This is an optimization exercise on Yosys and OpenROAD, whose aim is small area, a short achievable clock period and few clock cycles per item, not a production implementation.
Function was checked by simulation only, so behaviour that the tests miss may differ from the original.
Power figures rest on the tool's default switching activity, not on a simulated workload.

==> flow/run.sh <==
#!/bin/bash
# Own layout flow: the standard ORFS flow with two changes.
#  1. After the standard synthesis, flow/polarity.py picks the polarity of
#     each full adder (self-dual) and simple gate so that the inverters Yosys's
#     extract_fa leaves around full adders go away.  Registers, ports and the
#     function are unchanged.
#  2. The port buffers that buffer_ports inserts are sky130_fd_sc_hd__buf_1
#     instead of its default (the slow clkdlybuf4s50_1 delay buffer).
# Each step writes its full output to a log file in this folder.
set -euo pipefail
RES=$PWD/orfs/results/${FLOW_PLATFORM}/dut/base
bash standard.sh synth > standard_synth.log 2>&1
cp $RES/1_2_yosys.v synth_standard.v
python3 flow/polarity.py $FLOW_HOME/platforms/sky130hd/lib/sky130_fd_sc_hd__tt_025C_1v80.lib \
    synth_standard.v $RES/1_2_yosys.v > polarity.log 2>&1
rm -f $RES/1_synth.odb $RES/1_synth.sdc
export BUFFER_PORTS_ARGS="-buffer_cell sky130_fd_sc_hd__buf_1"
bash standard.sh finish > standard_finish.log 2>&1
==> flow/polarity.py <==
#!/usr/bin/env python3
"""Polarity clean-up of a flat Yosys gate netlist (sky130hd).

Yosys's extract_fa often wraps full adders in inverters on every input and
output (a full adder is self-dual: FA(~a,~b,~c) = ~FA(a,b,c)).  This script
chooses, for every full adder / majority cell, whether to use it in true or
complemented form, and for every simple gate whether to use it or its
complement (and2 <-> nand2, o21a <-> o21ai, ...), so that the inverters the
netlist needs, and the cell area, are smallest.  Every signal keeps its
function; registers, ports and their nets are untouched.

usage: polarity.py LIBERTY IN.v OUT.v
"""
import re, sys, random

lib, src, dst = sys.argv[1:4]

# ---- cell areas from the liberty
areas = {}
for m in re.finditer(r'cell\s*\(\s*"?(sky130_fd_sc_hd__\w+)"?\s*\)\s*\{', open(lib).read()):
    pass
libtxt = open(lib).read()
for m in re.finditer(r'cell\s*\(\s*"?(sky130_fd_sc_hd__\w+)"?\s*\)\s*\{(.*?)\barea\s*:\s*([\d.]+)', libtxt, re.S):
    areas[m.group(1)] = float(m.group(3))

P = 'sky130_fd_sc_hd__'
HASPLIT = True
OUTPINS = {'X', 'Y', 'Q', 'Q_N', 'SUM', 'COUT', 'HI', 'LO'}
SELFDUAL = {'fa': ['A', 'B', 'CIN'], 'maj3': ['A', 'B', 'C']}
PAIRS = [('and2', 'nand2'), ('and3', 'nand3'), ('and4', 'nand4'), ('or2', 'nor2'),
         ('or3', 'nor3'), ('or4', 'nor4'), ('xor2', 'xnor2'), ('xor3', 'xnor3'),
         ('and2b', 'nand2b'), ('or2b', 'nor2b'), ('and3b', 'nand3b'), ('or3b', 'nor3b'),
         ('and4b', 'nand4b'), ('or4b', 'nor4b'), ('and4bb', 'nand4bb'), ('or4bb', 'nor4bb'),
         ('a21o', 'a21oi'), ('o21a', 'o21ai'), ('a211o', 'a211oi'), ('o211a', 'o211ai'),
         ('a22o', 'a22oi'), ('o22a', 'o22ai'), ('a31o', 'a31oi'), ('o31a', 'o31ai'),
         ('a32o', 'a32oi'), ('o32a', 'o32ai'), ('a41o', 'a41oi'), ('o41a', 'o41ai'),
         ('a221o', 'a221oi'), ('o221a', 'o221ai'), ('a311o', 'a311oi'), ('o311a', 'o311ai'),
         ('a2111o', 'a2111oi'), ('o2111a', 'o2111ai'), ('a21bo', 'a21boi'), ('o21ba', 'o21bai'),
         ('a2bb2o', 'a2bb2oi'), ('o2bb2a', 'o2bb2ai'), ('mux2', 'mux2i')]
COMP = {}
for a, b in PAIRS:
    COMP[a] = b; COMP[b] = a

def base_drive(t):
    m = re.fullmatch(P + r'(\w+?)_(\d+)', t)
    return (m.group(1), m.group(2)) if m else (None, None)

def complement(t):
    b, d = base_drive(t)
    if b not in COMP:
        return None
    c = COMP[b]
    if P + c + '_' + d in areas:
        return P + c + '_' + d
    # nearest available drive
    opts = sorted((int(re.search(r'_(\d+)$', n).group(1)), n) for n in areas
                  if re.fullmatch(P + c + r'_\d+', n))
    for dd, n in opts:
        if dd >= max(1, int(d)):
            return n
    return opts[-1][1] if opts else None

text = open(src).read()
mod = re.search(r'module\s+(\w+)\s*\((.*?)\);(.*)endmodule', text, re.S)
body = mod.group(3)
outports = set()
for m in re.finditer(r'^\s*output\s+(\[(\d+):(\d+)\]\s*)?(\S+?);', body, re.M):
    if m.group(1):
        hi, lo = int(m.group(2)), int(m.group(3))
        for i in range(min(hi, lo), max(hi, lo) + 1):
            outports.add(f'{m.group(4)}[{i}]')
    else:
        outports.add(m.group(4))

cellre = re.compile(r'^\s*(sky130_fd_sc_hd__\w+)\s+(\S+)\s*\((.*?)\);', re.S | re.M)
cells = []
for m in cellre.finditer(body):
    pins = [(p, n.strip()) for p, n in re.findall(r'\.(\w+)\(([^()]*)\)', m.group(3))]
    cells.append({'type': m.group(1), 'name': m.group(2), 'pins': pins, 'span': m.span()})
assert 'assign' not in body, 'netlist has assign statements'

def is_inv(c):
    b, _ = base_drive(c['type'])
    return b in ('inv', 'clkinv')

driver = {}
for i, c in enumerate(cells):
    for p, n in c['pins']:
        if p in OUTPINS:
            driver[n] = (i, p)

# inverters treated as inverters: those whose output is not a port net
invcell = set()
for i, c in enumerate(cells):
    if is_inv(c):
        out = dict(c['pins'])['Y']
        if out not in outports:
            invcell.add(i)

def root(n):
    q = 0
    seen = 0
    while n in driver and driver[n][0] in invcell:
        n = dict(cells[driver[n][0]]['pins'])['A']
        q ^= 1
        seen += 1
        assert seen < 100
    return n, q

# flippable cells
kind = {}
for i, c in enumerate(cells):
    if i in invcell:
        continue
    b, _ = base_drive(c['type'])
    outs = [n for p, n in c['pins'] if p in OUTPINS]
    if any(o in outports for o in outs):
        continue
    if b in SELFDUAL:
        kind[i] = 'sd'
    elif b == 'ha' and HASPLIT:
        kind[i] = 'ha'
    elif complement(c['type']):
        kind[i] = 'gate'

# loads: (cell index, pin, root, parity)
loads = []
for i, c in enumerate(cells):
    if i in invcell:
        continue
    for p, n in c['pins']:
        if p in OUTPINS:
            continue
        r, q = root(n)
        loads.append([i, p, r, q])
# output ports as loads (only if their net is driven through a removable inverter)
for o in outports:
    r, q = root(o)
    if r != o:
        loads.append([-1, o, r, q])

roots_loads = {}
for k, l in enumerate(loads):
    roots_loads.setdefault(l[2], []).append(k)
cell_inroots = {}
for k, l in enumerate(loads):
    if l[0] >= 0:
        cell_inroots.setdefault(l[0], set()).add(l[2])
cell_outroots = {}
for r in roots_loads:
    if r in driver and driver[r][0] not in invcell:
        cell_outroots.setdefault(driver[r][0], set()).add(r)

flip = {i: 0 for i in kind}
XORS = ('xor2', 'xnor2', 'xor3', 'xnor3')
pflip = {}
for i in kind:
    if base_drive(cells[i]['type'])[0] in XORS:
        for p, n in cells[i]['pins']:
            if p not in OUTPINS:
                pflip[(i, p)] = 0
cell_pins = {}
for (i, p) in pflip:
    cell_pins.setdefault(i, []).append(p)
INV = areas[P + 'inv_1']

def eff(k):
    i, p, r, q = loads[k]
    e = q
    if i >= 0 and kind.get(i) == 'sd' and p in SELFDUAL[base_drive(cells[i]['type'])[0]]:
        e ^= flip[i]
    if i >= 0 and kind.get(i) == 'ha' and p in ('A', 'B'):
        e ^= flip[i]
    if (i, p) in pflip:
        e ^= pflip[(i, p)]
    if r in driver:
        d = driver[r][0]
        if d in flip and kind[d] != 'ha':
            e ^= flip[d]
        for q in cell_pins.get(d, ()):
            e ^= pflip[(d, q)]
    return e

def root_cost(r):
    return INV if any(eff(k) for k in roots_loads.get(r, [])) else 0.0

def cell_area(i):
    t = cells[i]['type']
    if kind.get(i) == 'ha':
        return (areas[P + 'xor2_1'] + areas[P + 'nor2_1']) if flip[i] else areas[t]
    if kind.get(i) == 'gate' and flip[i]:
        t = complement(t)
    return areas[t]

def affected(i):
    s = set(cell_outroots.get(i, ()))
    if kind[i] == 'sd':
        s |= cell_inroots.get(i, set())
    if kind[i] == 'ha':
        s = set(cell_inroots.get(i, set()))
    return s

def total():
    return sum(root_cost(r) for r in roots_loads) + sum(cell_area(i) for i in kind)

before = total()
rng = random.Random(1)
order = list(kind) + [k for k in pflip if k in pin_root] if False else list(kind)

pin_root = {}
for k, l in enumerate(loads):
    if (l[0], l[1]) in pflip:
        pin_root[(l[0], l[1])] = l[2]

def do_move(mv):
    if isinstance(mv, tuple):
        pflip[mv] ^= 1
    else:
        flip[mv] ^= 1

def move_roots(mv):
    if isinstance(mv, tuple):
        i, p = mv
        return set(cell_outroots.get(i, ())) | {pin_root[mv]}, i
    return affected(mv), mv

def move_delta(mv):
    rs, i = move_roots(mv)
    c0 = sum(root_cost(r) for r in rs) + cell_area(i)
    do_move(mv)
    c1 = sum(root_cost(r) for r in rs) + cell_area(i)
    do_move(mv)
    return c1 - c0

# simulated annealing over single flips, then greedy descent; keep the best
order = list(kind) + [k for k in pflip if k in pin_root]
cur = before
best = cur
best_flip = (dict(flip), dict(pflip))
steps = 200 * len(order) if order else 0
T0, T1 = 3.0, 0.02
for k in range(steps):
    T = T0 * (T1 / T0) ** (k / max(1, steps - 1))
    i = order[rng.randrange(len(order))]
    d = move_delta(i)
    if d <= 0 or rng.random() < pow(2.718281828, -d / T):
        do_move(i)
        cur += d
        if cur < best - 1e-9:
            best = cur
            best_flip = (dict(flip), dict(pflip))
flip.update(best_flip[0]); pflip.update(best_flip[1])
improved = True
while improved:
    improved = False
    for i in order:
        if move_delta(i) < -1e-9:
            do_move(i)
            improved = True
after = total()

# ---- rebuild
def fmt(n):
    return n + ' ' if n.startswith('\\') else n

newwires = []
neg_net = {}
newcells = []
ninv = 0
for r in roots_loads:
    if any(eff(k) for k in roots_loads[r]):
        nm = f'pol_n{ninv}'
        ninv += 1
        neg_net[r] = nm
        newwires.append(nm)
        newcells.append(f'  {P}inv_1 pol_inv{ninv} (\n    .A({fmt(r)}),\n    .Y({nm})\n  );\n')
conn = {}
portfix = []
for k, l in enumerate(loads):
    i, p, r, q = l
    net = neg_net[r] if eff(k) else r
    if i >= 0:
        conn[(i, p)] = net
    else:
        # output port net: drive it with a buffer from the right polarity
        portfix.append((p, net))
for p, net in portfix:
    newcells.append(f'  {P}buf_1 pol_obuf_{len(newcells)} (\n    .A({fmt(net)}),\n    .X({fmt(p)})\n  );\n')

def render(i, c):
    t = c['type']
    if kind.get(i) == 'ha' and flip[i]:
        d = dict(c['pins'])
        a, b = fmt(conn[(i, 'A')]), fmt(conn[(i, 'B')])
        txt = ''
        if 'SUM' in d:
            txt += f'  {P}xor2_1 {c["name"]}_hx (\n    .A({a}),\n    .B({b}),\n    .X({fmt(d["SUM"])})\n  );\n'
        if 'COUT' in d:
            txt += f'  {P}nor2_1 {c["name"]}_hn (\n    .A({a}),\n    .B({b}),\n    .Y({fmt(d["COUT"])})\n  );\n'
        return txt
    if kind.get(i) == 'gate' and flip[i]:
        t = complement(t)
    parts = []
    for p, n in c['pins']:
        if p in OUTPINS:
            if kind.get(i) == 'gate' and flip[i]:
                p = 'Y' if p == 'X' else 'X'
            parts.append(f'    .{p}({fmt(n)})')
        else:
            parts.append(f'    .{p}({fmt(conn[(i, p)])})')
    return f'  {t} {c["name"]} (\n' + ',\n'.join(parts) + '\n  );\n'

out = []
pos = 0
for i, c in enumerate(cells):
    s, e = c['span']
    out.append(body[pos:s])
    if i not in invcell:
        out.append(render(i, c).rstrip('\n').lstrip('\n'))
    pos = e
out.append(body[pos:])
newbody = ''.join(out)
decl = ''.join(f'  wire {w};\n' for w in newwires)
newbody = decl + newbody.rstrip() + '\n' + ''.join(newcells)
res = text[:mod.start(3)] + newbody + '\nendmodule' + text[mod.end():]
open(dst, 'w').write(res)
nflip = sum(flip.values())
print(f'polarity: {len(invcell)} inverters before, {ninv} after; {nflip} cells flipped '
      f'({sum(1 for i in flip if flip[i] and kind[i]=="sd")} self-dual); '
      f'{len(portfix)} port buffers; area of inverters+flippable {before:.1f} -> {after:.1f}')
==> standard.sh <==
#!/bin/bash
# synth_recipe.tcl (not shown) runs the flow's synth.tcl, then flattens the netlist and writes it again
# the make line also repeats each setting of config.mk as NAME=value (left out here)
make -C /OpenROAD-flow-scripts/flow DESIGN_CONFIG=/design/flow/config.mk WORK_HOME=/design/flow/orfs CLKGATE_MAP_FILE= SYNTH_SCRIPT=/design/flow/synth_recipe.tcl "${@:-finish}"
==> config.mk <==
export PLATFORM = sky130hd
export DESIGN_NAME = dut
export DESIGN_NICKNAME = dut
export VERILOG_FILES = /design/flow/design.v
export SDC_FILE = /design/flow/constraint.sdc
export NUM_CORES = 4
export LEC_CHECK = 0
export CAP_MARGIN = 20
export CORE_MARGIN = 2
export CORE_UTILIZATION = 65
export CTS_BUF_LIST = sky130_fd_sc_hd__clkbuf_16
export CTS_CLUSTER_SIZE = 30
export PLACE_DENSITY = 0.75
export SETUP_SLACK_MARGIN = 3.95
export SLEW_MARGIN = 20
==> constraint.sdc <==
create_clock -name core_clock -period 7.5 [get_ports {clk}]
set_input_delay 1.5000 -clock core_clock [delete_from_list [all_inputs] [get_ports {clk}]]
set_output_delay 1.5000 -clock core_clock [all_outputs]
set_load 0.01 [all_outputs]
==> design.v <==
`timescale 1ns/1ps
module dut #(
    parameter int DATAW = 16
)(
    input  wire                 clk,
    input  wire                 rst_n,
    input  wire                 in_valid,
    output wire                 in_ready,
    input  wire signed [DATAW-1:0] in_data,
    output reg                  out_valid,
    input  wire                 out_ready,
    output wire signed [2*DATAW-1:0] out_data
);
    reg         v1;         
    reg  [15:0] a1;         
    wire        en2 = !out_valid || out_ready;    
    wire        en1 = !v1 || en2;                 
    assign in_ready = en1;
    wire        s    = in_data[15];
    wire [15:0] z;    
    assign z[0] = 1'b0;
    genvar gi;
    generate for (gi = 0; gi < 15; gi = gi + 1) begin : g_abs
        assign z[gi+1] = z[gi] | (s & in_data[gi]);
    end endgenerate
    wire [15:0] absx = in_data ^ z;
    always @(posedge clk or negedge rst_n) begin
        if (!rst_n) begin
            v1        <= 1'b0;
            out_valid <= 1'b0;
        end else begin
            if (en1) v1 <= in_valid;
            if (en2) out_valid <= v1;
        end
    end
    always @(posedge clk) begin
        if (in_valid && en1) a1 <= absx;
    end
    wire [14:0] m = a1[14:0];
    wire pp_0_1 = m[0] & m[1];
    wire pp_0_2 = m[0] & m[2];
    wire pp_0_3 = m[0] & m[3];
    wire pp_0_4 = m[0] & m[4];
    wire pp_0_5 = m[0] & m[5];
    wire pp_0_6 = m[0] & m[6];
    wire pp_0_7 = m[0] & m[7];
    wire pp_0_8 = m[0] & m[8];
    wire pp_0_9 = m[0] & m[9];
    wire pp_0_10 = m[0] & m[10];
    wire pp_0_11 = m[0] & m[11];
    wire pp_0_12 = m[0] & m[12];
    wire pp_0_13 = m[0] & m[13];
    wire pp_0_14 = m[0] & m[14];
    wire pp_1_2 = m[1] & m[2];
    wire pp_1_3 = m[1] & m[3];
    wire pp_1_4 = m[1] & m[4];
    wire pp_1_5 = m[1] & m[5];
    wire pp_1_6 = m[1] & m[6];
    wire pp_1_7 = m[1] & m[7];
    wire pp_1_8 = m[1] & m[8];
    wire pp_1_9 = m[1] & m[9];
    wire pp_1_10 = m[1] & m[10];
    wire pp_1_11 = m[1] & m[11];
    wire pp_1_12 = m[1] & m[12];
    wire pp_1_13 = m[1] & m[13];
    wire pp_1_14 = m[1] & m[14];
    wire pp_2_3 = m[2] & m[3];
    wire pp_2_4 = m[2] & m[4];
    wire pp_2_5 = m[2] & m[5];
    wire pp_2_6 = m[2] & m[6];
    wire pp_2_7 = m[2] & m[7];
    wire pp_2_8 = m[2] & m[8];
    wire pp_2_9 = m[2] & m[9];
    wire pp_2_10 = m[2] & m[10];
    wire pp_2_11 = m[2] & m[11];
    wire pp_2_12 = m[2] & m[12];
    wire pp_2_13 = m[2] & m[13];
    wire pp_2_14 = m[2] & m[14];
    wire pp_3_4 = m[3] & m[4];
    wire pp_3_5 = m[3] & m[5];
    wire pp_3_6 = m[3] & m[6];
    wire pp_3_7 = m[3] & m[7];
    wire pp_3_8 = m[3] & m[8];
    wire pp_3_9 = m[3] & m[9];
    wire pp_3_10 = m[3] & m[10];
    wire pp_3_11 = m[3] & m[11];
    wire pp_3_12 = m[3] & m[12];
    wire pp_3_13 = m[3] & m[13];
    wire pp_3_14 = m[3] & m[14];
    wire pp_4_5 = m[4] & m[5];
    wire pp_4_6 = m[4] & m[6];
    wire pp_4_7 = m[4] & m[7];
    wire pp_4_8 = m[4] & m[8];
    wire pp_4_9 = m[4] & m[9];
    wire pp_4_10 = m[4] & m[10];
    wire pp_4_11 = m[4] & m[11];
    wire pp_4_12 = m[4] & m[12];
    wire pp_4_13 = m[4] & m[13];
    wire pp_4_14 = m[4] & m[14];
    wire pp_5_6 = m[5] & m[6];
    wire pp_5_7 = m[5] & m[7];
    wire pp_5_8 = m[5] & m[8];
    wire pp_5_9 = m[5] & m[9];
    wire pp_5_10 = m[5] & m[10];
    wire pp_5_11 = m[5] & m[11];
    wire pp_5_12 = m[5] & m[12];
    wire pp_5_13 = m[5] & m[13];
    wire pp_5_14 = m[5] & m[14];
    wire pp_6_7 = m[6] & m[7];
    wire pp_6_8 = m[6] & m[8];
    wire pp_6_9 = m[6] & m[9];
    wire pp_6_10 = m[6] & m[10];
    wire pp_6_11 = m[6] & m[11];
    wire pp_6_12 = m[6] & m[12];
    wire pp_6_13 = m[6] & m[13];
    wire pp_6_14 = m[6] & m[14];
    wire pp_7_8 = m[7] & m[8];
    wire pp_7_9 = m[7] & m[9];
    wire pp_7_10 = m[7] & m[10];
    wire pp_7_11 = m[7] & m[11];
    wire pp_7_12 = m[7] & m[12];
    wire pp_7_13 = m[7] & m[13];
    wire pp_7_14 = m[7] & m[14];
    wire pp_8_9 = m[8] & m[9];
    wire pp_8_10 = m[8] & m[10];
    wire pp_8_11 = m[8] & m[11];
    wire pp_8_12 = m[8] & m[12];
    wire pp_8_13 = m[8] & m[13];
    wire pp_8_14 = m[8] & m[14];
    wire pp_9_10 = m[9] & m[10];
    wire pp_9_11 = m[9] & m[11];
    wire pp_9_12 = m[9] & m[12];
    wire pp_9_13 = m[9] & m[13];
    wire pp_9_14 = m[9] & m[14];
    wire pp_10_11 = m[10] & m[11];
    wire pp_10_12 = m[10] & m[12];
    wire pp_10_13 = m[10] & m[13];
    wire pp_10_14 = m[10] & m[14];
    wire pp_11_12 = m[11] & m[12];
    wire pp_11_13 = m[11] & m[13];
    wire pp_11_14 = m[11] & m[14];
    wire pp_12_13 = m[12] & m[13];
    wire pp_12_14 = m[12] & m[14];
    wire pp_13_14 = m[13] & m[14];
    wire hs0 = m[6] ^ pp_0_11;
    wire hc0 = m[6] & pp_0_11;
    wire hs1 = pp_0_12 ^ pp_1_11;
    wire hc1 = pp_0_12 & pp_1_11;
    wire fs2 = m[7] ^ pp_0_13 ^ pp_1_12;
    wire fc2 = (m[7] & pp_0_13) | (m[7] & pp_1_12) | (pp_0_13 & pp_1_12);
    wire hs3 = pp_2_11 ^ pp_3_10;
    wire hc3 = pp_2_11 & pp_3_10;
    wire fs4 = pp_0_14 ^ pp_1_13 ^ pp_2_12;
    wire fc4 = (pp_0_14 & pp_1_13) | (pp_0_14 & pp_2_12) | (pp_1_13 & pp_2_12);
    wire hs5 = pp_3_11 ^ pp_4_10;
    wire hc5 = pp_3_11 & pp_4_10;
    wire fs6 = m[8] ^ pp_1_14 ^ pp_2_13;
    wire fc6 = (m[8] & pp_1_14) | (m[8] & pp_2_13) | (pp_1_14 & pp_2_13);
    wire fs7 = pp_3_12 ^ pp_4_11 ^ pp_5_10;
    wire fc7 = (pp_3_12 & pp_4_11) | (pp_3_12 & pp_5_10) | (pp_4_11 & pp_5_10);
    wire fs8 = pp_2_14 ^ pp_3_13 ^ pp_4_12;
    wire fc8 = (pp_2_14 & pp_3_13) | (pp_2_14 & pp_4_12) | (pp_3_13 & pp_4_12);
    wire fs9 = m[9] ^ pp_3_14 ^ pp_4_13;
    wire fc9 = (m[9] & pp_3_14) | (m[9] & pp_4_13) | (pp_3_14 & pp_4_13);
    wire hs10 = m[4] ^ pp_0_7;
    wire hc10 = m[4] & pp_0_7;
    wire hs11 = pp_0_8 ^ pp_1_7;
    wire hc11 = pp_0_8 & pp_1_7;
    wire fs12 = m[5] ^ pp_0_9 ^ pp_1_8;
    wire fc12 = (m[5] & pp_0_9) | (m[5] & pp_1_8) | (pp_0_9 & pp_1_8);
    wire hs13 = pp_2_7 ^ pp_3_6;
    wire hc13 = pp_2_7 & pp_3_6;
    wire fs14 = pp_0_10 ^ pp_1_9 ^ pp_2_8;
    wire fc14 = (pp_0_10 & pp_1_9) | (pp_0_10 & pp_2_8) | (pp_1_9 & pp_2_8);
    wire hs15 = pp_3_7 ^ pp_4_6;
    wire hc15 = pp_3_7 & pp_4_6;
    wire fs16 = pp_1_10 ^ pp_2_9 ^ pp_3_8;
    wire fc16 = (pp_1_10 & pp_2_9) | (pp_1_10 & pp_3_8) | (pp_2_9 & pp_3_8);
    wire fs17 = pp_4_7 ^ pp_5_6 ^ hs0;
    wire fc17 = (pp_4_7 & pp_5_6) | (pp_4_7 & hs0) | (pp_5_6 & hs0);
    wire fs18 = pp_2_10 ^ pp_3_9 ^ pp_4_8;
    wire fc18 = (pp_2_10 & pp_3_9) | (pp_2_10 & pp_4_8) | (pp_3_9 & pp_4_8);
    wire fs19 = pp_5_7 ^ hc0 ^ hs1;
    wire fc19 = (pp_5_7 & hc0) | (pp_5_7 & hs1) | (hc0 & hs1);
    wire fs20 = pp_4_9 ^ pp_5_8 ^ pp_6_7;
    wire fc20 = (pp_4_9 & pp_5_8) | (pp_4_9 & pp_6_7) | (pp_5_8 & pp_6_7);
    wire fs21 = hc1 ^ hs3 ^ fs2;
    wire fc21 = (hc1 & hs3) | (hc1 & fs2) | (hs3 & fs2);
    wire fs22 = pp_5_9 ^ pp_6_8 ^ hc3;
    wire fc22 = (pp_5_9 & pp_6_8) | (pp_5_9 & hc3) | (pp_6_8 & hc3);
    wire fs23 = hs5 ^ fc2 ^ fs4;
    wire fc23 = (hs5 & fc2) | (hs5 & fs4) | (fc2 & fs4);
    wire fs24 = pp_6_9 ^ pp_7_8 ^ hc5;
    wire fc24 = (pp_6_9 & pp_7_8) | (pp_6_9 & hc5) | (pp_7_8 & hc5);
    wire fs25 = fc4 ^ fs6 ^ fs7;
    wire fc25 = (fc4 & fs6) | (fc4 & fs7) | (fs6 & fs7);
    wire fs26 = pp_5_11 ^ pp_6_10 ^ pp_7_9;
    wire fc26 = (pp_5_11 & pp_6_10) | (pp_5_11 & pp_7_9) | (pp_6_10 & pp_7_9);
    wire fs27 = fc6 ^ fc7 ^ fs8;
    wire fc27 = (fc6 & fc7) | (fc6 & fs8) | (fc7 & fs8);
    wire fs28 = pp_5_12 ^ pp_6_11 ^ pp_7_10;
    wire fc28 = (pp_5_12 & pp_6_11) | (pp_5_12 & pp_7_10) | (pp_6_11 & pp_7_10);
    wire fs29 = pp_8_9 ^ fc8 ^ fs9;
    wire fc29 = (pp_8_9 & fc8) | (pp_8_9 & fs9) | (fc8 & fs9);
    wire fs30 = pp_4_14 ^ pp_5_13 ^ pp_6_12;
    wire fc30 = (pp_4_14 & pp_5_13) | (pp_4_14 & pp_6_12) | (pp_5_13 & pp_6_12);
    wire fs31 = pp_7_11 ^ pp_8_10 ^ fc9;
    wire fc31 = (pp_7_11 & pp_8_10) | (pp_7_11 & fc9) | (pp_8_10 & fc9);
    wire fs32 = m[10] ^ pp_5_14 ^ pp_6_13;
    wire fc32 = (m[10] & pp_5_14) | (m[10] & pp_6_13) | (pp_5_14 & pp_6_13);
    wire fs33 = pp_7_12 ^ pp_8_11 ^ pp_9_10;
    wire fc33 = (pp_7_12 & pp_8_11) | (pp_7_12 & pp_9_10) | (pp_8_11 & pp_9_10);
    wire fs34 = pp_6_14 ^ pp_7_13 ^ pp_8_12;
    wire fc34 = (pp_6_14 & pp_7_13) | (pp_6_14 & pp_8_12) | (pp_7_13 & pp_8_12);
    wire fs35 = m[11] ^ pp_10_11 ^ pp_7_14;
    wire fc35 = (m[11] & pp_10_11) | (m[11] & pp_7_14) | (pp_10_11 & pp_7_14);
    wire hs36 = m[3] ^ pp_0_5;
    wire hc36 = m[3] & pp_0_5;
    wire hs37 = pp_0_6 ^ pp_1_5;
    wire hc37 = pp_0_6 & pp_1_5;
    wire fs38 = pp_1_6 ^ pp_2_5 ^ pp_3_4;
    wire fc38 = (pp_1_6 & pp_2_5) | (pp_1_6 & pp_3_4) | (pp_2_5 & pp_3_4);
    wire fs39 = pp_2_6 ^ pp_3_5 ^ hc10;
    wire fc39 = (pp_2_6 & pp_3_5) | (pp_2_6 & hc10) | (pp_3_5 & hc10);
    wire fs40 = pp_4_5 ^ hc11 ^ hs13;
    wire fc40 = (pp_4_5 & hc11) | (pp_4_5 & hs13) | (hc11 & hs13);
    wire fs41 = hc13 ^ hs15 ^ fc12;
    wire fc41 = (hc13 & hs15) | (hc13 & fc12) | (hs15 & fc12);
    wire fs42 = hc15 ^ fc14 ^ fs16;
    wire fc42 = (hc15 & fc14) | (hc15 & fs16) | (fc14 & fs16);
    wire fs43 = fc16 ^ fs18 ^ fc17;
    wire fc43 = (fc16 & fs18) | (fc16 & fc17) | (fs18 & fc17);
    wire fs44 = fc18 ^ fs20 ^ fc19;
    wire fc44 = (fc18 & fs20) | (fc18 & fc19) | (fs20 & fc19);
    wire fs45 = fc20 ^ fs22 ^ fc21;
    wire fc45 = (fc20 & fs22) | (fc20 & fc21) | (fs22 & fc21);
    wire fs46 = fc22 ^ fs24 ^ fc23;
    wire fc46 = (fc22 & fs24) | (fc22 & fc23) | (fs24 & fc23);
    wire fs47 = fs26 ^ fc24 ^ fc25;
    wire fc47 = (fs26 & fc24) | (fs26 & fc25) | (fc24 & fc25);
    wire fs48 = fc26 ^ fs28 ^ fc27;
    wire fc48 = (fc26 & fs28) | (fc26 & fc27) | (fs28 & fc27);
    wire fs49 = fc28 ^ fs30 ^ fc29;
    wire fc49 = (fc28 & fs30) | (fc28 & fc29) | (fs30 & fc29);
    wire fs50 = fc30 ^ fs32 ^ fs33;
    wire fc50 = (fc30 & fs32) | (fc30 & fs33) | (fs32 & fs33);
    wire fs51 = pp_9_11 ^ fc32 ^ fc33;
    wire fc51 = (pp_9_11 & fc32) | (pp_9_11 & fc33) | (fc32 & fc33);
    wire fs52 = pp_8_13 ^ pp_9_12 ^ fc34;
    wire fc52 = (pp_8_13 & pp_9_12) | (pp_8_13 & fc34) | (pp_9_12 & fc34);
    wire fs53 = pp_10_12 ^ pp_8_14 ^ pp_9_13;
    wire fc53 = (pp_10_12 & pp_8_14) | (pp_10_12 & pp_9_13) | (pp_8_14 & pp_9_13);
    wire fs54 = m[12] ^ pp_10_13 ^ pp_11_12;
    wire fc54 = (m[12] & pp_10_13) | (m[12] & pp_11_12) | (pp_10_13 & pp_11_12);
    wire hs55 = m[2] ^ pp_0_3;
    wire hc55 = m[2] & pp_0_3;
    wire hs56 = pp_0_4 ^ pp_1_3;
    wire hc56 = pp_0_4 & pp_1_3;
    wire fs57 = pp_1_4 ^ pp_2_3 ^ hs36;
    wire fc57 = (pp_1_4 & pp_2_3) | (pp_1_4 & hs36) | (pp_2_3 & hs36);
    wire fs58 = pp_2_4 ^ hc36 ^ hs37;
    wire fc58 = (pp_2_4 & hc36) | (pp_2_4 & hs37) | (hc36 & hs37);
    wire fs59 = hc37 ^ hs10 ^ fs38;
    wire fc59 = (hc37 & hs10) | (hc37 & fs38) | (hs10 & fs38);
    wire fs60 = hs11 ^ fc38 ^ fs39;
    wire fc60 = (hs11 & fc38) | (hs11 & fs39) | (fc38 & fs39);
    wire fs61 = fs12 ^ fc39 ^ fs40;
    wire fc61 = (fs12 & fc39) | (fs12 & fs40) | (fc39 & fs40);
    wire fs62 = fs14 ^ fc40 ^ fs41;
    wire fc62 = (fs14 & fc40) | (fs14 & fs41) | (fc40 & fs41);
    wire fs63 = fs17 ^ fc41 ^ fs42;
    wire fc63 = (fs17 & fc41) | (fs17 & fs42) | (fc41 & fs42);
    wire fs64 = fs19 ^ fc42 ^ fs43;
    wire fc64 = (fs19 & fc42) | (fs19 & fs43) | (fc42 & fs43);
    wire fs65 = fs21 ^ fc43 ^ fs44;
    wire fc65 = (fs21 & fc43) | (fs21 & fs44) | (fc43 & fs44);
    wire fs66 = fs23 ^ fc44 ^ fs45;
    wire fc66 = (fs23 & fc44) | (fs23 & fs45) | (fc44 & fs45);
    wire fs67 = fs25 ^ fc45 ^ fs46;
    wire fc67 = (fs25 & fc45) | (fs25 & fs46) | (fc45 & fs46);
    wire fs68 = fs27 ^ fc46 ^ fs47;
    wire fc68 = (fs27 & fc46) | (fs27 & fs47) | (fc46 & fs47);
    wire fs69 = fs29 ^ fc47 ^ fs48;
    wire fc69 = (fs29 & fc47) | (fs29 & fs48) | (fc47 & fs48);
    wire fs70 = fs31 ^ fc48 ^ fs49;
    wire fc70 = (fs31 & fc48) | (fs31 & fs49) | (fc48 & fs49);
    wire fs71 = fc31 ^ fs50 ^ fc49;
    wire fc71 = (fc31 & fs50) | (fc31 & fc49) | (fs50 & fc49);
    wire fs72 = fs34 ^ fc50 ^ fs51;
    wire fc72 = (fs34 & fc50) | (fs34 & fs51) | (fc50 & fs51);
    wire fs73 = fs35 ^ fc51 ^ fs52;
    wire fc73 = (fs35 & fc51) | (fs35 & fs52) | (fc51 & fs52);
    wire fs74 = fc35 ^ fs53 ^ fc52;
    wire fc74 = (fc35 & fs53) | (fc35 & fc52) | (fs53 & fc52);
    wire fs75 = pp_9_14 ^ fc53 ^ fs54;
    wire fc75 = (pp_9_14 & fc53) | (pp_9_14 & fs54) | (fc53 & fs54);
    wire fs76 = pp_10_14 ^ pp_11_13 ^ fc54;
    wire fc76 = (pp_10_14 & pp_11_13) | (pp_10_14 & fc54) | (pp_11_13 & fc54);
    wire fs77 = m[13] ^ pp_11_14 ^ pp_12_13;
    wire fc77 = (m[13] & pp_11_14) | (m[13] & pp_12_13) | (pp_11_14 & pp_12_13);
    wire [29:0] ra = {1'b0, m[14], pp_12_14, fs77, fc75, fs75, fc73, fc72, fs72, fc70, fc69, fc68, fc67, fc66, fc65, fc64, fc63, fc62, fc61, fc60, fc59, fc58, fc57, hc56, hc55, pp_1_2, pp_0_2, m[1], 1'b0, m[0]};
    wire [29:0] rb = {1'b0, pp_13_14, fc77, fc76, fs76, fc74, fs74, fs73, fc71, fs71, fs70, fs69, fs68, fs67, fs66, fs65, fs64, fs63, fs62, fs61, fs60, fs59, fs58, fs57, hs56, hs55, 1'b0, pp_0_1, 1'b0, 1'b0};
    reg f_r;    
    reg [29:0] s_r;    
    reg [7:0] g_r;    
    wire [8:0] bs0 = {1'b0, ra[7:0]} + {1'b0, rb[7:0]};
    wire [3:0] bs1 = {1'b0, ra[10:8]} + {1'b0, rb[10:8]};
    wire [3:0] bs2 = {1'b0, ra[13:11]} + {1'b0, rb[13:11]};
    wire [3:0] bs3 = {1'b0, ra[16:14]} + {1'b0, rb[16:14]};
    wire [3:0] bs4 = {1'b0, ra[19:17]} + {1'b0, rb[19:17]};
    wire [3:0] bs5 = {1'b0, ra[22:20]} + {1'b0, rb[22:20]};
    wire [3:0] bs6 = {1'b0, ra[25:23]} + {1'b0, rb[25:23]};
    wire [3:0] bs7 = {1'b0, ra[28:26]} + {1'b0, rb[28:26]};
    wire [1:0] bs8 = {1'b0, ra[29:29]} + {1'b0, rb[29:29]};
    always @(posedge clk) begin
        if (v1 && en2) begin
            f_r <= a1[15];
            s_r[7:0] <= bs0[7:0];
            g_r[0] <= bs0[8];
            s_r[10:8] <= bs1[2:0];
            g_r[1] <= bs1[3];
            s_r[13:11] <= bs2[2:0];
            g_r[2] <= bs2[3];
            s_r[16:14] <= bs3[2:0];
            g_r[3] <= bs3[3];
            s_r[19:17] <= bs4[2:0];
            g_r[4] <= bs4[3];
            s_r[22:20] <= bs5[2:0];
            g_r[5] <= bs5[3];
            s_r[25:23] <= bs6[2:0];
            g_r[6] <= bs6[3];
            s_r[28:26] <= bs7[2:0];
            g_r[7] <= bs7[3];
            s_r[29:29] <= bs8[0:0];
        end
    end
    wire bp1 = &s_r[10:8];
    wire bp2 = &s_r[13:11];
    wire bp3 = &s_r[16:14];
    wire bp4 = &s_r[19:17];
    wire bp5 = &s_r[22:20];
    wire bp6 = &s_r[25:23];
    wire bp7 = &s_r[28:26];
    wire pg0 = g_r[1] | (bp1 & g_r[0]);
    wire pg1 = g_r[3] | (bp3 & g_r[2]);
    wire pp1 = bp3 & bp2;
    wire pg2 = g_r[2] | (bp2 & pg0);
    wire pg3 = pg1 | (pp1 & pg0);
    wire pg4 = g_r[5] | (bp5 & g_r[4]);
    wire pp4 = bp5 & bp4;
    wire pg5 = g_r[7] | (bp7 & g_r[6]);
    wire pp5 = bp7 & bp6;
    wire pg6 = g_r[6] | (bp6 & pg4);
    wire pp6 = bp6 & pp4;
    wire pg7 = pg5 | (pp5 & pg4);
    wire pp7 = pp5 & pp4;
    wire pg8 = g_r[4] | (bp4 & pg3);
    wire pg9 = pg4 | (pp4 & pg3);
    wire pg10 = pg6 | (pp6 & pg3);
    wire pg11 = pg7 | (pp7 & pg3);
    wire [29:0] sq;
    assign sq[7:0] = s_r[7:0];
    assign sq[8] = s_r[8] ^ (g_r[0]);
    assign sq[9] = s_r[9] ^ (g_r[0] & s_r[8]);
    assign sq[10] = s_r[10] ^ (g_r[0] & s_r[8] & s_r[9]);
    assign sq[11] = s_r[11] ^ (pg0);
    assign sq[12] = s_r[12] ^ (pg0 & s_r[11]);
    assign sq[13] = s_r[13] ^ (pg0 & s_r[11] & s_r[12]);
    assign sq[14] = s_r[14] ^ (pg2);
    assign sq[15] = s_r[15] ^ (pg2 & s_r[14]);
    assign sq[16] = s_r[16] ^ (pg2 & s_r[14] & s_r[15]);
    assign sq[17] = s_r[17] ^ (pg3);
    assign sq[18] = s_r[18] ^ (pg3 & s_r[17]);
    assign sq[19] = s_r[19] ^ (pg3 & s_r[17] & s_r[18]);
    assign sq[20] = s_r[20] ^ (pg8);
    assign sq[21] = s_r[21] ^ (pg8 & s_r[20]);
    assign sq[22] = s_r[22] ^ (pg8 & s_r[20] & s_r[21]);
    assign sq[23] = s_r[23] ^ (pg9);
    assign sq[24] = s_r[24] ^ (pg9 & s_r[23]);
    assign sq[25] = s_r[25] ^ (pg9 & s_r[23] & s_r[24]);
    assign sq[26] = s_r[26] ^ (pg10);
    assign sq[27] = s_r[27] ^ (pg10 & s_r[26]);
    assign sq[28] = s_r[28] ^ (pg10 & s_r[26] & s_r[27]);
    assign sq[29] = s_r[29] ^ (pg11);
    assign out_data = {1'b0, f_r, sq[29:2], 1'b0, sq[0]};
endmodule
==> results.yml, run 1 <==
global_routing:
  grt_max_degree: 29
  antenna_found_initial: 0
  grt_pass1_vias: 3664
  busiest_layer: "met2"
  grt.overflow.total: 0
  use_met3: 0.0435
  track_usage: 0.252
  met2_usage: 0.417
  grt_pass1_wl_um: 16900
  met1_usage: 0.338
clock_tree:
  cts_root_buf: "clkbuf_16"
  htreeDepth: 2
  insertion_delay_ps: 290
  path_clk_slew_ps: 70
  clockBufferDepth: 2
  cts_hold_buf: 0
  cts-buffers-inserted: 5
  cts_tree: "built"
  cts.sinks: 55
critical_path:
  cpPeakStageDelay_ps: 440
  worstSetupPathType: "reg2out"
  cp.arrival_ps: 2110
  cp.required_ps: 6000
  path_buf_inv: 3
  end_kind: "output pin"
  critical-path-top-delay-family: "compound AO/OA/AOI/OAI gates"
  path_cells: "a41oi_2, o31ai_4, a21oi_4, buf_4, inv_2, ha_2, ha_4, xor2_2, buf_2"
  crit_fanout: 3
  startpoint_type: "register"
  cpMaxStageDelayCell: "edfxtp_1"
route:
  num_vias: 3501
  drt_iter0_markers: 220
  drc: 0
  wirelength_um: 10200
  wl_per_cell_um: 16.2
  first_pass_iters: 6
  via_per_inst: 5.57
  drtAntennaViolNets: 0
cells_and_area:
  fin_nets: 651
  drive_above_1_share: 0.137
  antenna_cells: 0
  final_core_util: 0.770
  syn2layout_area_growth_pct: 14.5
  final_common_cell: "nand2_1"
  layout.cells.non_filler: 629
  final_cell_mix: "81 x nand2_1, 69 x fa_1, 53 x edfxtp_1, 45 x buf_1, 36 x xor2_1"
yosys:
  netlist_area_mm2: 0.00522
  syn_inst: 463
  syn_avg_cell_area_um2: 11.3
  yosysWarnings: 1
die:
  die_y_um: 93.6
  dieArea_mm2: 0.00877
  row_count: 32
  coreArea_mm2: 0.00777
  pin_count: 54
  dieWidth_um: 93.6
  initial_core_util: 0.672
timing:
  fin_crit_ps: 3610
  grt_setup_unrepaired: "yes"
  setup_violations: 0
  final-hold-violation-count: 0
  fin_ws_ps: 3890
  drv_slew: 0
  setup_tns_ps: 0
  clock_skew_ps: 4.73
  clock.fmax_mhz: 277
  tightest_slew_ps: 676
  slew_headroom: 0.550
  fin_crit_sh: 0.481
place:
  pre_cts_ws_ps: 3800
  gp_congestion: 0.904
  dp_hpwl_um: 7240
  dp_cells: 591
  port_buffers: 51
hold_path:
  hold_path.class: "reg2reg"
power_and_ir_drop:
  peakVddDrop_mv: 0.109
  leakage_uw: 0.00246
  p_per_area_mw_per_mm2: 299
  power_uw: 1790
flow_run:
  drv_cap: 0
run_status:
  status: "finished clean"
[area by class of cell]
type | instances | area, um2
flip-flops and latches | 55 | 1640
well taps | 102 | 128
fillers | 521 | 1790
inverters | 25 | 93.8
clock inverters | 3 | 63.8
repair buffers | 82 | 438
clock buffers | 5 | 125
multi-input cells | 357 | 3490
[state kept, by name, summed over array words and instances (netlist names)]
register / cells
out_valid: 1
g_r: 8
f_r: 1
a1: 16
v1: 1
s_r: 28
[repair_timing]
action                                  in CTS  in global routing
gates resized for setup                     12                 25
setup buffers                               24                  6
pin swaps                                    5                 12
endpoints found under the setup margin      14                 14
[path summary, 6_finish.rpt]
path,cells after the start,to,slack (ps),start
worst max-delay path,9,out_data[25],3890,s_r[22]
worst min-delay path,0,f_r,440,a1[15]
worst max register to register,8,s_r[19],4020,a1[12]
worst min register to register,0,f_r,440,a1[15]
max in group asynchronous,1,v1,6400,rst_n
min in group asynchronous,1,out_valid,970,rst_n
[through the flow]
| step | cell area [um2] | hold slack [ps] |
|---|---|---|
| final | 5980 | 444 |
| after floorplan | 5230 | 400 |
| after global routing | 5980 | 446 |
| after CTS | 5840 | 448 |
| after global placement | 5410 | 420 |
| after detailed placement | 5410 | 423 |
[worst register-to-register path, delay by kind of cell, from the launching register on]
family	cells	cell delay, ps
adders and majority gates	5	2320
DFF	1	520
and+or+nand+nor	2	240
xor gates and xnor gates	1	170
[metal layers]
layer / vias up / wire length [um]
met5: - / 0
met4: 0 / 257
met3: 30 / 618
met2: 131 / 5050
met1: 1702 / 4270
li1: 1638 / -
[where the power goes]
part / leakage (uW) / internal, uW / switching (uW) / total [uW]
Combinational: 0.00183 / 434 / 511 / 945
Sequential: 0.000534 / 479 / 69.5 / 548
Clock: 0.0000952 / 190 / 105 / 296
Total: 0.00246 / 1100 / 685 / 1790
Testbench counts, summed over its fixed seeds: cycles 16,016, items 16,000.
==> run 2, diff against run 1 <==
--- a/config.mk
+++ b/config.mk
@@ -11,5 +11,5 @@
 export CTS_BUF_LIST = sky130_fd_sc_hd__clkbuf_16
 export CTS_CLUSTER_SIZE = 30
 export PLACE_DENSITY = 0.75
-export SETUP_SLACK_MARGIN = 3.95
+export SETUP_SLACK_MARGIN = 3.85
 export SLEW_MARGIN = 20
==> run 2 against run 1 <==
Against the previous run:
- register-to-register slack worse by 40 ps
- setup slack got worse by 12 ps
- design area is 1.1% lower
- critical path type unchanged
- critical endpoint is now out_data[28]
- highest routed layer unchanged
==> results.yml, run 2 <==
critical_path:
  crit_top_cell: "a21oi_4"
  cp.arrival_ps: 2120
  cp.required_ps: 6000
  path_cells: "nand4_1, a21oi_4, buf_12, a21oi_4, o21bai_1, ha_2, ha_4, xor2_1, buf_2"
  crit_fanout: 3
  path_buf_inv: 2
  cpMaxStageDelayCell: "edfxtp_1"
  cpPeakStageDelay_ps: 390
  critical-path-top-delay-family: "compound AO/OA/AOI/OAI gates"
  end_kind: "output pin"
  startpoint_type: "register"
  worstSetupPathType: "reg2out"
timing:
  fin_ws_ps: 3880
  fin_crit_ps: 3620
  clock_skew_ps: 5.00
  tightest_slew_ps: 728
  final-hold-violation-count: 0
  setup_violations: 0
  slew_headroom: 0.515
  grt_setup_unrepaired: "yes"
  clock.fmax_mhz: 276
  setup_tns_ps: 0
  drv_slew: 0
  fin_crit_sh: 0.483
cells_and_area:
  largest_register_ffs: 28
  syn2layout_area_growth_pct: 13.2
  final_cell_mix: "82 x nand2_1, 70 x fa_1, 53 x edfxtp_1, 49 x buf_1, 37 x xor2_1"
  design_area_mm2: 0.00591
  top_regs: "s_r: 28 flops, a1: 16 flops, g_r: 8 flops"
  drive_above_1_share: 0.113
  largest-register: "s_r"
  fin_nets: 654
  antenna_cells: 0
  final_common_cell: "nand2_1"
route:
  first_pass_iters: 4
  drtAntennaViolNets: 0
  drc: 0
  via_per_inst: 5.46
  wirelength_um: 9900
  num_vias: 3450
  drt_iter0_markers: 260
  wl_per_cell_um: 15.7
yosys:
  netlist_area_mm2: 0.00522
  syn_inst: 463
  syn_avg_cell_area_um2: 11.3
  yosysWarnings: 1
global_routing:
  track_usage: 0.237
  antenna_found_initial: 0
  grt_pass1_wl_um: 15900
  grt_max_degree: 29
  grt_pass1_vias: 3465
  grt.overflow.total: 0
die:
  dieWidth_um: 93.6
  dieArea_mm2: 0.00877
  initial_core_util: 0.672
  row_count: 32
  die_y_um: 93.6
  coreArea_mm2: 0.00777
  pin_count: 54
clock_tree:
  path_clk_slew_ps: 70
  cts.sinks: 55
  cts_tree: "built"
  insertion_delay_ps: 290
  htreeDepth: 2
  cts_hold_buf: 0
  clockBufferDepth: 2
  cts-buffers-inserted: 5
  cts_root_buf: "clkbuf_16"
run_status:
  status: "finished clean"
power_and_ir_drop:
  p_per_area_mw_per_mm2: 286
  leakage_uw: 0.00246
  peakVddDrop_mv: 0.136
place:
  gp_congestion: 0.903
  port_buffers: 51
  pre_cts_ws_ps: 3810
  post_dp_cell_area_mm2: 0.00541
  dp_hpwl_um: 7380
hold_path:
  hold_path.class: "reg2reg"
flow_run:
  drv_cap: 0
## run 2: per-layer routing
metal	GRT usage	wire, um	vias up
met1	0.322	4320	1696
met4	0.0435	74	0
li1	-	-	1647
met5	0	0	-
met3	0.0298	466	5
met2	0.416	5040	102
## run 2: report_power, final
part           leakage, uW  switching (uW)  internal, uW
Clock            0.0000812             107           156
Sequential        0.000534            65.6           478
Combinational      0.00184             484           402
Total              0.00246             656          1040
## run 2: final timing paths
path | from | to | slack [ps] | cells past startpoint
max in group asynchronous | rst_n | out_valid | 6400 | 1
setup reg to reg | a1[10] | s_r[19] | 3980 | 8
hold / removal | a1[15] | f_r | 440 | 0
hold reg to reg | a1[15] | f_r | 440 | 0
min in group asynchronous | rst_n | v1 | 980 | 1
setup / recovery | g_r[0] | out_data[28] | 3880 | 9
## run 2: metrics by stage
step | total power (uW) | hold slack [ps] | cells | util
floorplan | 1170 | 400 | 464 | -
finish | 1690 | 442 | 632 | 0.761
CTS | 1650 | 447 | 602 | 0.724
global route | 1850 | 445 | 632 | 0.761
global placement | 1320 | 420 | 591 | 0.697
detailed placement | 1370 | 423 | 591 | 0.697
## run 2: timing repair
action	CTS	global route
pin swaps	0	8
setup buffers	3	30
setup endpoints to repair	6	11
gates resized for setup	5	13
## run 2: cell type report
type,count,area (um2)
timing repair buffer,85,462
inverter,25,93.8
clock buffer,5,125
clock inverter,3,38.8
sequential,55,1640
fill,538,1860
tap,102,128
multi-input combinational,357,3420
## run 2: worst register-to-register path, delay by kind of cell, from the launching register on
family                     cells  cell delay [ps]
adders and majority gates      5             2260
DFF                            1              620
and+or+nand+nor                2              210
xor gates and xnor gates       1              170
==> run 3, diff against run 2 <==
--- a/flow/run.sh
+++ b/flow/run.sh
@@ -1,9 +1,9 @@
 #!/bin/bash
-# Own layout flow: the standard ORFS flow with two changes.
-#  1. After the standard synthesis, flow/polarity.py picks the polarity of
-#     each full adder (self-dual) and simple gate so that the inverters Yosys's
-#     extract_fa leaves around full adders go away.  Registers, ports and the
-#     function are unchanged.
+# Own layout flow: the standard ORFS flow (standard.sh) with two changes.
+#  1. After the standard synthesis, flow/polarity.py chooses the polarity of
+#     each full adder (self-dual), half adder and simple gate so that the
+#     inverters Yosys's extract_fa leaves around full adders go away (see its
+#     header).  Registers, ports and the function are unchanged.
 #  2. The port buffers that buffer_ports inserts are sky130_fd_sc_hd__buf_1
 #     instead of its default (the slow clkdlybuf4s50_1 delay buffer).
 # Each step writes its full output to a log file in this folder.
--- a/flow/polarity.py
+++ b/flow/polarity.py
@@ -4,10 +4,13 @@
 Yosys's extract_fa often wraps full adders in inverters on every input and
 output (a full adder is self-dual: FA(~a,~b,~c) = ~FA(a,b,c)).  This script
 chooses, for every full adder / majority cell, whether to use it in true or
-complemented form, and for every simple gate whether to use it or its
-complement (and2 <-> nand2, o21a <-> o21ai, ...), so that the inverters the
-netlist needs, and the cell area, are smallest.  Every signal keeps its
-function; registers, ports and their nets are untouched.
+complemented form; for every simple gate whether to use it or its complement
+(and2 <-> nand2, o21a <-> o21ai, ...); and for every half adder whether to
+feed it complemented inputs, in which case it becomes xor2 + nor2
+(a ^ b = ~a ^ ~b, a & b = ~(~a | ~b)).  The choice minimises the inverters
+the netlist needs plus the cell area (simulated annealing, then greedy).
+Every signal keeps its function; registers, ports and their nets are
+untouched.
 
 usage: polarity.py LIBERTY IN.v OUT.v
 """
@@ -152,16 +155,6 @@
         cell_outroots.setdefault(driver[r][0], set()).add(r)
 
 flip = {i: 0 for i in kind}
-XORS = ('xor2', 'xnor2', 'xor3', 'xnor3')
-pflip = {}
-for i in kind:
-    if base_drive(cells[i]['type'])[0] in XORS:
-        for p, n in cells[i]['pins']:
-            if p not in OUTPINS:
-                pflip[(i, p)] = 0
-cell_pins = {}
-for (i, p) in pflip:
-    cell_pins.setdefault(i, []).append(p)
 INV = areas[P + 'inv_1']
 
 def eff(k):
@@ -171,14 +164,10 @@
         e ^= flip[i]
     if i >= 0 and kind.get(i) == 'ha' and p in ('A', 'B'):
         e ^= flip[i]
-    if (i, p) in pflip:
-        e ^= pflip[(i, p)]
     if r in driver:
         d = driver[r][0]
         if d in flip and kind[d] != 'ha':
             e ^= flip[d]
-        for q in cell_pins.get(d, ()):
-            e ^= pflip[(d, q)]
     return e
 
 def root_cost(r):
@@ -205,38 +194,20 @@
 
 before = total()
 rng = random.Random(1)
-order = list(kind) + [k for k in pflip if k in pin_root] if False else list(kind)
+order = list(kind)
 
-pin_root = {}
-for k, l in enumerate(loads):
-    if (l[0], l[1]) in pflip:
-        pin_root[(l[0], l[1])] = l[2]
-
-def do_move(mv):
-    if isinstance(mv, tuple):
-        pflip[mv] ^= 1
-    else:
-        flip[mv] ^= 1
-
-def move_roots(mv):
-    if isinstance(mv, tuple):
-        i, p = mv
-        return set(cell_outroots.get(i, ())) | {pin_root[mv]}, i
-    return affected(mv), mv
-
-def move_delta(mv):
-    rs, i = move_roots(mv)
+def move_delta(i):
+    rs = affected(i)
     c0 = sum(root_cost(r) for r in rs) + cell_area(i)
-    do_move(mv)
+    flip[i] ^= 1
     c1 = sum(root_cost(r) for r in rs) + cell_area(i)
-    do_move(mv)
+    flip[i] ^= 1
     return c1 - c0
 
 # simulated annealing over single flips, then greedy descent; keep the best
-order = list(kind) + [k for k in pflip if k in pin_root]
 cur = before
 best = cur
-best_flip = (dict(flip), dict(pflip))
+best_flip = dict(flip)
 steps = 200 * len(order) if order else 0
 T0, T1 = 3.0, 0.02
 for k in range(steps):
@@ -244,18 +215,18 @@
     i = order[rng.randrange(len(order))]
     d = move_delta(i)
     if d <= 0 or rng.random() < pow(2.718281828, -d / T):
-        do_move(i)
+        flip[i] ^= 1
         cur += d
         if cur < best - 1e-9:
             best = cur
-            best_flip = (dict(flip), dict(pflip))
-flip.update(best_flip[0]); pflip.update(best_flip[1])
+            best_flip = dict(flip)
+flip.update(best_flip)
 improved = True
 while improved:
     improved = False
     for i in order:
         if move_delta(i) < -1e-9:
-            do_move(i)
+            flip[i] ^= 1
             improved = True
 after = total()
 
--- a/config.mk
+++ b/config.mk
@@ -7,7 +7,7 @@
 export LEC_CHECK = 0
 export CAP_MARGIN = 20
 export CORE_MARGIN = 2
-export CORE_UTILIZATION = 65
+export CORE_UTILIZATION = 50
 export CTS_BUF_LIST = sky130_fd_sc_hd__clkbuf_16
 export CTS_CLUSTER_SIZE = 30
 export PLACE_DENSITY = 0.75
==> run 3 against run 2 <==
Against the previous run:
- sequential power fell by 2%
- cell count rose by 4.4%
- die area rose by 29%
- total power fell by 1.1%
- non-clock buffer count fell by 3
- utilization fell by 18 points
- critical path type unchanged
- largest power group unchanged
- highest routed layer unchanged
==> results.yml, run 3 <==
global_routing:
  grt_pass1_wl_um: 15900
  grt_max_degree: 29
  track_usage: 0.177
  grt_pass1_vias: 3443
  antenna_found_initial: 0
  grt.overflow.total: 0
critical_path:
  worstSetupPathType: "reg2out"
  startpoint_type: "register"
  end_kind: "output pin"
  crit_path_end: "out_data[22]"
  crit_fanout: 3
  reg2reg_from: "a1[13]"
  reg2reg_depth: 11
  timing.critical_path.from: "s_r[10]"
  cp.arrival_ps: 2100
  r2r_slack_ps: 3930
  cp.required_ps: 6000
  r2r_end: "s_r[19]"
yosys:
  netlist_area_mm2: 0.00525
  yosysWarnings: 1
  syn_inst: 460
  syn_avg_cell_area_um2: 11.4
timing:
  setup_violations: 0
  final-hold-violation-count: 0
  clock_skew_ps: 6.07
  drv_slew: 0
  slew_headroom: 0.574
  clock.fmax_mhz: 278
  fin_ws_ps: 3900
  grt_setup_unrepaired: "yes"
  setup_tns_ps: 0
  fin_crit_ps: 3600
  tightest_slew_ps: 638
  fin_crit_sh: 0.480
die:
  coreArea_mm2: 0.0103
  die_y_um: 106
  dieWidth_um: 106
  initial_core_util: 0.510
  row_count: 37
  pin_count: 54
  dieArea_mm2: 0.0113
clock_tree:
  cts-buffers-inserted: 5
  clockBufferDepth: 2
  cts_hold_buf: 0
  cts.sinks: 55
  insertion_delay_ps: 300
  path_clk_slew_ps: 70
  cts_root_buf: "clkbuf_16"
  htreeDepth: 2
  cts_tree: "built"
route:
  wirelength_um: 9580
  num_vias: 3420
  first_pass_iters: 4
  wl_per_cell_um: 14.5
  via_per_inst: 5.18
  drc: 0
  drt_iter0_markers: 230
  drtAntennaViolNets: 0
cells_and_area:
  design_area_mm2: 0.00592
  drive_above_1_share: 0.115
  final_core_util: 0.576
  largest_register_ffs: 28
  fin_nets: 648
  syn2layout_area_growth_pct: 12.9
  layout.cells.non_filler: 660
  antenna_cells: 0
  largest-register: "s_r"
  top_regs: "s_r: 28 flops, a1: 16 flops, g_r: 8 flops"
  final_cell_mix: "68 x nand2_1, 68 x fa_1, 53 x edfxtp_1, 48 x buf_1, 41 x and2_1"
hold_path:
  hold_path.class: "reg2reg"
  hold_depth: 0
place:
  port_buffers: 51
  gp_congestion: 0.861
  post_dp_cell_area_mm2: 0.00548
  dp_hpwl_um: 7180
  pre_cts_ws_ps: 3690
  dp_cells: 622
power_and_ir_drop:
  p_per_area_mw_per_mm2: 283
  leakage_uw: 0.00243
  peakVddDrop_mv: 0.156
run_status:
  status: "finished clean"
flow_run:
  drv_cap: 0
==> run 3: how the worst min path moves through the flow <==
stage	from	endpoint	slack, ps
floorplan	a1[15]	f_r	400
global placement	a1[15]	f_r	400
detailed placement	a1[15]	f_r	420
CTS	a1[15]	f_r	420
global route	a1[15]	f_r	440
finish	a1[15]	f_r	420
==> run 3: power breakdown <==
group          switching [uW]  internal [uW]  total [uW]
clock                     108            124         232
sequential               56.9            478         535
combinational             492            416         908
total                     656           1020        1670
==> run 3: critical path, cell delays in order, from the launching register on <==
cell      delay, ps
edfxtp_1        360
nand4_1         200
a21oi_4         280
a41oi_2         160
o21bai_1        190
ha_2            210
ha_4            120
xor2_1          120
buf_2           140
==> run 3: layout make-up <==
cell class	count	area (um2)
clock buffer	5	125
clock inverter	3	18.8
fill	856	4350
inverter	22	82.6
multi-input combinational	357	3460
sequential	55	1640
tap	136	170
timing repair buffer	82	428
==> run 3: repair_timing <==
action,4_1_cts,5_1_grt
endpoints found under the setup margin,7,9
pin swaps,0,10
endpoints found under the hold margin,0,0
buffers inserted,20,10
gates resized for setup,2,18
cloned,0,0
==> run 3: layer usage <==
layer	global-route usage	wire length, um
met3	0.0331	525
met4	0.0510	117
met2	0.300	4740
met1	0.234	4200
met5	0	0
==> run 3: metrics by stage <==
stage / hold WS, ps / power, uW
2_1_floorplan: 400 / 1190
3_3_place_gp: 402 / 1340
3_5_place_dp: 418 / 1390
4_1_cts: 425 / 1650
5_1_grt: 444 / 1820
6_report: 423 / 1670
==> run 4, diff against run 3 <==
--- a/config.mk
+++ b/config.mk
@@ -7,7 +7,7 @@
 export LEC_CHECK = 0
 export CAP_MARGIN = 20
 export CORE_MARGIN = 2
-export CORE_UTILIZATION = 50
+export CORE_UTILIZATION = 45
 export CTS_BUF_LIST = sky130_fd_sc_hd__clkbuf_16
 export CTS_CLUSTER_SIZE = 30
 export PLACE_DENSITY = 0.75
==> run 4 against run 3 <==
Against the previous run:
- routed wire length fell by 2.2%
- synthesized area did not move
- still clean on timing, DRC and antenna
- worst hold slack improved by 1.4 ps
- largest cell class unchanged
- setup slack improved by 4.8 ps
- fmax rose by 0.13%
- total power fell by 2.5%
- non-clock buffer count did not move
- combinational power fell by 4.2%
- register-to-register slack got worse by 20 ps
- cell count rose by 1.1%
- design area fell by 0.93%
- critical path depth rose by 2
==> results.yml, run 4 <==
run_status:
  status: "finished clean"
route:
  wl_per_cell_um: 14.0
  first_pass_iters: 5
  wirelength_um: 9360
  drt_iter0_markers: 205
  via_per_inst: 5.10
  num_vias: 3404
  drc: 0
  drtAntennaViolNets: 0
clock_tree:
  cts-buffers-inserted: 5
  path_clk_slew_ps: 70
  htreeDepth: 2
  clockBufferDepth: 2
  cts_hold_buf: 0
  cts_root_buf: "clkbuf_16"
  cts.sinks: 55
  cts_tree: "built"
  insertion_delay_ps: 300
cells_and_area:
  design_area_mm2: 0.00587
  largest-register: "s_r"
  multi_input_area_mm2: 0.00339
  fin_nets: 648
  antenna_cells: 0
  syn2layout_area_growth_pct: 11.9
  fillers: 1019
  drive_above_1_share: 0.0954
  final_cell_mix: "70 x fa_1, 68 x nand2_1, 53 x edfxtp_1, 49 x buf_1, 41 x and2_1"
  largest_register_ffs: 28
  regArea_mm2: 0.00164
  final_common_cell: "fa_1"
  top_regs: "s_r: 28 flops, a1: 16 flops, g_r: 8 flops"
die:
  dieArea_mm2: 0.0125
  row_count: 39
  die_y_um: 112
  dieWidth_um: 112
  coreArea_mm2: 0.0114
  initial_core_util: 0.459
  pin_count: 54
yosys:
  yosysWarnings: 1
  syn_avg_cell_area_um2: 11.4
  syn_inst: 460
  netlist_area_mm2: 0.00525
timing:
  setup_violations: 0
  tightest_slew_ps: 661
  fin_crit_sh: 0.479
  clock.fmax_mhz: 278
  drv_slew: 0
  clock_skew_ps: 7.95
  slew_headroom: 0.559
  fin_crit_ps: 3590
  final-hold-violation-count: 0
  grt_setup_unrepaired: "yes"
  setup_tns_ps: 0
  holdWs_ps: 424
power_and_ir_drop:
  p_per_area_mw_per_mm2: 278
  leakage_uw: 0.00242
  peakVddDrop_mv: 0.184
critical_path:
  r2r_slack_ps: 3910
  worstSetupPathType: "reg2reg"
  startpoint_type: "register"
  cp.arrival_ps: 3640
  crit_fanout: 8
  end_kind: "register"
  cp.required_ps: 7550
global_routing:
  grt_max_degree: 38
  grt_pass1_wl_um: 15700
  grt_pass1_vias: 3453
  track_usage: 0.154
  grt.overflow.total: 0
  antenna_found_initial: 0
hold_path:
  hold_path.class: "reg2reg"
place:
  post_dp_cell_area_mm2: 0.00549
  dp_hpwl_um: 7040
  port_buffers: 51
  gp_congestion: 0.851
flow_run:
  drv_cap: 0
run 4: power breakdown:
| part | internal [uW] | switching (uW) |
|---|---|---|
| sequential | 478 | 52.3 |
| clock | 125 | 108 |
| combinational | 401 | 470 |
| total | 1000 | 630 |
run 4: per-layer routing:
metal,track usage,vias to the layer above,share of wire
met5,0,-,0
met4,0.0488,0,0.020
met3,0.0234,19,0.054
met2,0.257,112,0.48
met1,0.208,1647,0.45
li1,-,1626,-
run 4: final timing paths:
kind,from,end,cells past startpoint
setup / recovery,a1[8],s_r[19],10
hold / removal,a1[15],f_r,0
setup reg to reg,a1[8],s_r[19],10
hold reg to reg,a1[15],f_r,0
max in group asynchronous,rst_n,v1,1
min in group asynchronous,rst_n,out_valid,1
run 4: per-stage QoR:
step | instances | utilization | setup WS (ps) | total power (uW)
2_1_floorplan | 461 | - | 3870 | 1190
4_1_cts | 655 | 0.506 | 3850 | 1640
5_1_grt | 667 | 0.514 | 3790 | 1790
3_3_place_gp | 629 | 0.480 | 3840 | 1350
6_report | 667 | 0.514 | 3910 | 1630
3_5_place_dp | 629 | 0.480 | 3780 | 1390
run 4: layout make-up:
type,instances,area share
Timing Repair Buffer,82,0.0727
Tap cell,143,0.0305
Inverter,22,0.0141
Clock buffer,5,0.0213
Multi-Input combinational cell,357,0.578
Clock inverter,3,0.00405
Sequential cell,55,0.280
run 4: worst max-delay path, cell delays in order (launching register included):
cell and delay [ps]:
edfxtp_1 500, inv_1 160, fa_1 530, fa_1 450, fa_1 520, fa_1 410, inv_1 60, ha_1 150
inv_1 60, fa_1 380, xnor2_1 130
run 4: what timing repair did:
item	CTS	global route
pin swaps	0	3
endpoints found under the setup margin	8	9
gates resized for setup	2	2
setup buffers	18	12
==> run 5, diff against run 4 <==
--- a/config.mk
+++ b/config.mk
@@ -7,7 +7,7 @@
 export LEC_CHECK = 0
 export CAP_MARGIN = 20
 export CORE_MARGIN = 2
-export CORE_UTILIZATION = 45
+export CORE_UTILIZATION = 60
 export CTS_BUF_LIST = sky130_fd_sc_hd__clkbuf_16
 export CTS_CLUSTER_SIZE = 30
 export PLACE_DENSITY = 0.75
==> run 5 against run 4 <==
Against the previous run:
- largest cell class unchanged
- clock-buffer cell count is the same
- flip-flop and latch count is the same
- synthesized cell count is the same
- setup slack gained 26 ps
- clock power grew 12%
- global-route usage grew 5.7 points
- critical endpoint is now out_data[28]
- via count grew 0.29%
- total power grew 4.0%
- die area shrank 24%
==> results.yml, run 5 <==
run_status:
  status: "finished clean"
cells_and_area:
  design_area_mm2: 0.00589
  largest_register_ffs: 28
  syn2layout_area_growth_pct: 12.3
  final_common_cell: "nand2_1"
  final_core_util: 0.685
  antenna_cells: 0
  fin_nets: 648
  top_regs: "s_r: 28 flops, a1: 16 flops, g_r: 8 flops"
  final_cell_mix: "67 x nand2_1, 66 x fa_1, 53 x edfxtp_1, 50 x buf_1, 41 x and2_1"
  largest-register: "s_r"
  fillers: 643
  drive_above_1_share: 0.115
power_and_ir_drop:
  leakage_uw: 0.00243
  peakVddDrop_mv: 0.106
  p_per_area_mw_per_mm2: 288
timing:
  setup_tns_ps: 0
  clock_skew_ps: 3.27
  drv_slew: 0
  final-hold-violation-count: 0
  grt_setup_unrepaired: "yes"
  clock.fmax_mhz: 280
  holdWs_ps: 431
  tightest_slew_ps: 649
  slew_headroom: 0.567
  fin_crit_sh: 0.476
  fin_crit_ps: 3570
  setup_violations: 0
  fin_ws_ps: 3930
clock_tree:
  cts_root_buf: "clkbuf_16"
  cts_tree: "built"
  path_clk_slew_ps: 70
  clockBufferDepth: 2
  insertion_delay_ps: 290
  cts.sinks: 55
  cts-buffers-inserted: 5
  htreeDepth: 2
die:
  dieWidth_um: 97.5
  dieArea_mm2: 0.00951
  die_y_um: 97.5
  row_count: 34
  pin_count: 54
  initial_core_util: 0.611
  coreArea_mm2: 0.00859
route:
  via_per_inst: 5.40
  first_pass_iters: 5
  drc: 0
  drt_iter0_markers: 179
  wirelength_um: 9430
  wl_per_cell_um: 14.9
  drtAntennaViolNets: 0
  num_vias: 3414
hold_path:
  hold_path.class: "reg2reg"
yosys:
  syn_inst: 460
  syn_avg_cell_area_um2: 11.4
  yosysWarnings: 1
  netlist_area_mm2: 0.00525
critical_path:
  crit_fanout: 3
  cpPeakStageDelay_ps: 400
  path_cells: "nand4_1, a21oi_2, a21oi_2, o21bai_1, ha_1, ha_1, xor2_1, buf_1"
  end_kind: "output pin"
  cp.arrival_ps: 2070
  r2r_slack_ps: 3970
  cp.required_ps: 6000
  startpoint_type: "register"
  cpMaxStageDelayCell: "edfxtp_1"
  worstSetupPathType: "reg2out"
flow_run:
  drv_cap: 0
global_routing:
  antenna_found_initial: 0
  track_usage: 0.210
  grt_max_degree: 29
  grt_pass1_vias: 3498
  grt.overflow.total: 0
  grt_pass1_wl_um: 16100
place:
  gp_congestion: 0.867
  pre_cts_ws_ps: 3730
  dp_hpwl_um: 7060
  post_dp_cell_area_mm2: 0.00544
  port_buffers: 51
==> run 5: per-layer routing <==
| layer | track usage | vias up | part of all wire |
|---|---|---|---|
| li1 | - | 1627 | - |
| met1 | 0.290 | 1703 | 0.46 |
| met2 | 0.352 | 73 | 0.49 |
| met3 | 0.0381 | 11 | 0.036 |
| met4 | 0.0470 | 0 | 0.012 |
| met5 | 0 | - | 0 |
==> run 5: worst paths after layout <==
path                       cells after the start    from            to
min in group asynchronous                      1   rst_n            v1
max reg2reg                                    9  a1[12]       s_r[19]
max                                            8  g_r[0]  out_data[28]
min                                            0  a1[15]           f_r
min reg2reg                                    0  a1[15]           f_r
max in group asynchronous                      1   rst_n     out_valid
==> run 5: critical path: cells and delay by family, from the launching register on <==
kind            cells  cell delay [ps]
compound gates      3              600
xor+xnor            1              140
fa+ha+maj           2              330
buf+inv             1              170
flops               1              400
simple gates        1              140
==> run 5: power breakdown <==
group          internal (uW)  total, uW  switching, uW
registers                478        532           54.3
logic                    418        905            487
clock network            156        261            105
total                   1050       1700            646
==> run 5: cell type report <==
cell class	instances	area (um2)	share of cell area
Inverter	22	82.6	0.0140
Multi-Input combinational cell	357	3440	0.584
Tap cell	108	135	0.0229
Clock inverter	3	38.8	0.00659
Clock buffer	5	125	0.0212
Timing Repair Buffer	82	425	0.0722
Sequential cell	55	1640	0.279
==> run 5: per-stage QoR <==
stage	power, uW	std cells
6_report	1700	632
5_1_grt	1860	632
2_1_floorplan	1190	461
4_1_cts	1670	618
3_5_place_dp	1390	594
3_3_place_gp	1340	594
==> run 5: repair_timing <==
| action | in CTS | in global routing |
|---|---|---|
| hold buffers | 0 | 0 |
| resized for setup | 2 | 15 |
| endpoints found under the setup margin | 6 | 10 |
| pin swaps | 0 | 8 |
| setup buffers | 16 | 14 |

Re-timed with assumed drivers on the ports (clkbuf_16 on the clock, buf_2 on other inputs), run 5 has 3.895 ns of setup slack against 3.933 ns with ideal ports, and 3.971 ns once port delays also move by the mid clock arrival of 0.328 ns.
